Source: an optimization exercise on an open RTL-to-GDS flow (aim: small area). Production flows keep margins and buffers that such runs may drop. Function was checked by simulation only, so behaviour that the tests miss may differ from the original. Power is estimated from default activity; no workload was simulated.

## rev 12
// modbus_rtu_master
module modbus_rtu_master (
	input         clk,
	input         reset,
	input         RX,
	input  [15:0] data_300_1,
	input  [15:0] data_301_1,
	input  [15:0] data_302_1,
	input  [15:0] data_303_1,
	input  [15:0] data_304_1,
	input  [15:0] data_305_1,
	input  [15:0] data_306_1,
	input  [15:0] data_307_1,
	input  [15:0] data_308_1,
	input  [15:0] data_309_1,
	input  [15:0] data_300_2,
	input  [15:0] data_301_2,
	input  [15:0] data_302_2,
	input  [15:0] data_303_2,
	input  [15:0] data_304_2,
	input  [15:0] data_305_2,
	input  [15:0] data_306_2,
	input  [15:0] data_307_2,
	input  [15:0] data_308_2,
	input  [15:0] data_309_2,
	output [15:0] data_340_1,
	output [15:0] data_341_1,
	output [15:0] data_342_1,
	output [15:0] data_343_1,
	output [15:0] data_344_1,
	output [15:0] data_345_1,
	output [15:0] data_346_1,
	output [15:0] data_347_1,
	output [15:0] data_348_1,
	output [15:0] data_349_1,
	output [15:0] data_340_2,
	output [15:0] data_341_2,
	output [15:0] data_342_2,
	output [15:0] data_343_2,
	output [15:0] data_344_2,
	output [15:0] data_345_2,
	output [15:0] data_346_2,
	output [15:0] data_347_2,
	output [15:0] data_348_2,
	output [15:0] data_349_2,
	output        TX,
	output        DE,
	output        connection,
	output [15:0] error_code,
	output [15:0] error_cnt
);
reg rx_meta, rx_syn;
always @(posedge clk) begin
	if (reset) begin
		rx_meta <= 1'b0;
		rx_syn  <= 1'b0;
	end
	else begin
		rx_meta <= RX;
		rx_syn  <= rx_meta;
	end
end
reg [4:0] f_pos, f_neg;
reg       rx_f;
always @(posedge clk) begin
	if (reset) begin
		f_pos <= 5'd0;
		f_neg <= 5'd0;
		rx_f  <= 1'b0;
	end
	else begin
		if (rx_syn) begin
			f_neg <= 5'd0;
			f_pos <= f_pos + 5'd1;
		end
		else begin
			f_neg <= f_neg + 5'd1;
			f_pos <= 5'd0;
		end
		if (f_pos > 5'd20) begin
			rx_f  <= 1'b1;
			f_pos <= 5'd20;
		end
		if (f_neg > 5'd20) begin
			rx_f  <= 1'b0;
			f_neg <= 5'd20;
		end
	end
end
reg        DE_r;
reg  [3:0] urx_st;
reg  [6:0] urx_cnt;
  ...
Size: roughly 3700 cells after synthesis, ~690 flip-flops, ~680 I/O pins, ~30000 um2 of cells after synthesis.
export LEC_CHECK = 0
export ABC_AREA = 1
export CAP_MARGIN = 20
export CORE_MARGIN = 2
export CORE_UTILIZATION = 40
export SLEW_MARGIN = 20
create_clock -name core_clock -period 12.5 [get_ports {clk}]
standard.sh (not shown) runs the stock make flow with config.mk's settings and CLKGATE_MAP_FILE= SYNTH_SCRIPT=/design/flow/synth_recipe.tcl, a recipe that flattens the netlist after the stock synthesis.
==> flow/flow/run.sh <==
#!/bin/bash
set -euo pipefail
export BUFFER_PORTS_ARGS="-buffer_cell sky130_fd_sc_hd__buf_1"
bash standard.sh finish > standard_sh.log 2>&1
Although it ran to completion, rev 12 produced a layout that fails the final checks because of slew limit.
Changes in rev 13 relative to rev 12:
==> flow/run.sh (new file) <==
#!/bin/bash
# synth_recipe.tcl (not shown) runs the flow's synth.tcl, then flattens the netlist and writes it again
# the make line also repeats each setting of config.mk as NAME=value (left out here)
make -C /OpenROAD-flow-scripts/flow DESIGN_CONFIG=/design/flow/config.mk WORK_HOME=/design/flow/orfs CLKGATE_MAP_FILE= SYNTH_SCRIPT=/design/flow/synth_recipe.tcl finish
removed: flow/flow/run.sh
removed: flow/standard.sh
==> run summary <==
Rev 12 → rev 13: cell depth of the worst setup path shrank by 1, met3 demand-to-capacity share in global routing held, layout clock buffer count shrank by 3, xor and xnor fraction of the mapped netlist area has remained practically unchanged, final instance count without filler cells held.
Compared with rev 12, in rev 13 routed wire length now larger; overall power of the completed layout went up about 3%; combinational group share of total power up 1.2 points.
Of rev 13 and rev 12, just one finished clean: rev 13.

========
Another version of the RTL of modbus_rtu_master (not shown whole).
Size in the first run: ~3000 cells after synthesis, ~0.028 mm^2 of cells after synthesis.
==> flow/config.mk <==
export PLATFORM = sky130hd
export DESIGN_NAME = modbus_rtu_master
export DESIGN_NICKNAME = modbus_rtu_master
export VERILOG_FILES = /design/flow/design.v
export SDC_FILE = /design/flow/constraint.sdc
export NUM_CORES = 4
export LEC_CHECK = 0
export CAP_MARGIN = 20
export CORE_MARGIN = 2
export CORE_UTILIZATION = 40
export SLEW_MARGIN = 40
==> flow/constraint.sdc <==
create_clock -name core_clock -period 12.5 [get_ports {clk}]
set_input_delay 2.5000 -clock core_clock [delete_from_list [all_inputs] [get_ports {clk}]]
set_output_delay 2.5000 -clock core_clock [all_outputs]
set_load 0.01 [all_outputs]
==> flow/flow/run.sh <==
#!/bin/bash
set -euo pipefail
export BUFFER_PORTS_ARGS="-buffer_cell sky130_fd_sc_hd__buf_1"
export CTS_ARGS="-sink_clustering_enable -repair_clock_nets -dont_use_dummy_load"
bash standard.sh finish > standard_sh.log 2>&1
Next try:
==> flow/flow/run.sh (replaced) <==
#!/bin/bash
set -euo pipefail
export BUFFER_PORTS_ARGS="-buffer_cell sky130_fd_sc_hd__buf_1"
export CTS_ARGS="-sink_clustering_enable -repair_clock_nets -dont_use_dummy_load -buf_list {sky130_fd_sc_hd__clkbuf_4} -sink_clustering_size 8 -sink_clustering_max_diameter 50"
bash standard.sh finish > standard_sh.log 2>&1
After rerunning: The changed run finished clean; hold slack degrades by 0.022 ns; core utilization shrinks by 1.5 points; final area goes down by 3.2%; setup slack loses 0.19 ns; area after synthesis does not change.
Next try:
==> flow/flow/run.sh (replaced) <==
#!/bin/bash
set -euo pipefail
export BUFFER_PORTS_ARGS="-buffer_cell sky130_fd_sc_hd__buf_1"
export CTS_ARGS="-sink_clustering_enable -repair_clock_nets -dont_use_dummy_load -buf_list {sky130_fd_sc_hd__clkbuf_8} -sink_clustering_size 15 -sink_clustering_max_diameter 60"
bash standard.sh finish > standard_sh.log 2>&1
What happened: Hold slack gains 0.022 ns. Wire length fell by 0.53%. Worst setup slack gains 0.26 ns. Cell count fell by 1.0%. Non-clock buffer count is unchanged.

[what the ideal ports hide]
How much do the figures lean on ideal ports? The routed layouts below were timed once more, with nothing changed but the port constraints.
Step 1 (the two cells are an assumption about what drives the block):
set clk [get_ports {clk}]
set_driving_cell -lib_cell sky130_fd_sc_hd__clkbuf_16 $clk
set_driving_cell -lib_cell sky130_fd_sc_hd__buf_2 [delete_from_list [all_inputs] $clk]
Step 2 moves the port delays by t, midway between the first and last clock arrival at a register: inputs arrive t later, outputs are due t later. That takes back most of the time a late clock gives input paths.
Slacks: ideal ports / drivers / drivers and shift; pairs: ideal ports / drivers.
run | shift t [ns] | setup WS [ns] | cell pins on the clock port's net
rev 12 | 0.684 | 8.647 / 8.586 / 7.969 | 1
rev 13 | 0.686 | 8.162 / 8.153 / 7.467 | 1
the first run of note 2 | 0.649 | 8.485 / 8.517 / 7.869 | 1
the second run of note 2 | 0.893 | 8.290 / 8.229 / 7.897 | 1
the third run of note 2 | 0.711 | 8.553 / 8.492 / 7.919 | 1
The setup slack of rev 13, which loses most, moves by -0.009 ns with the drivers and by -0.695 ns with both steps.
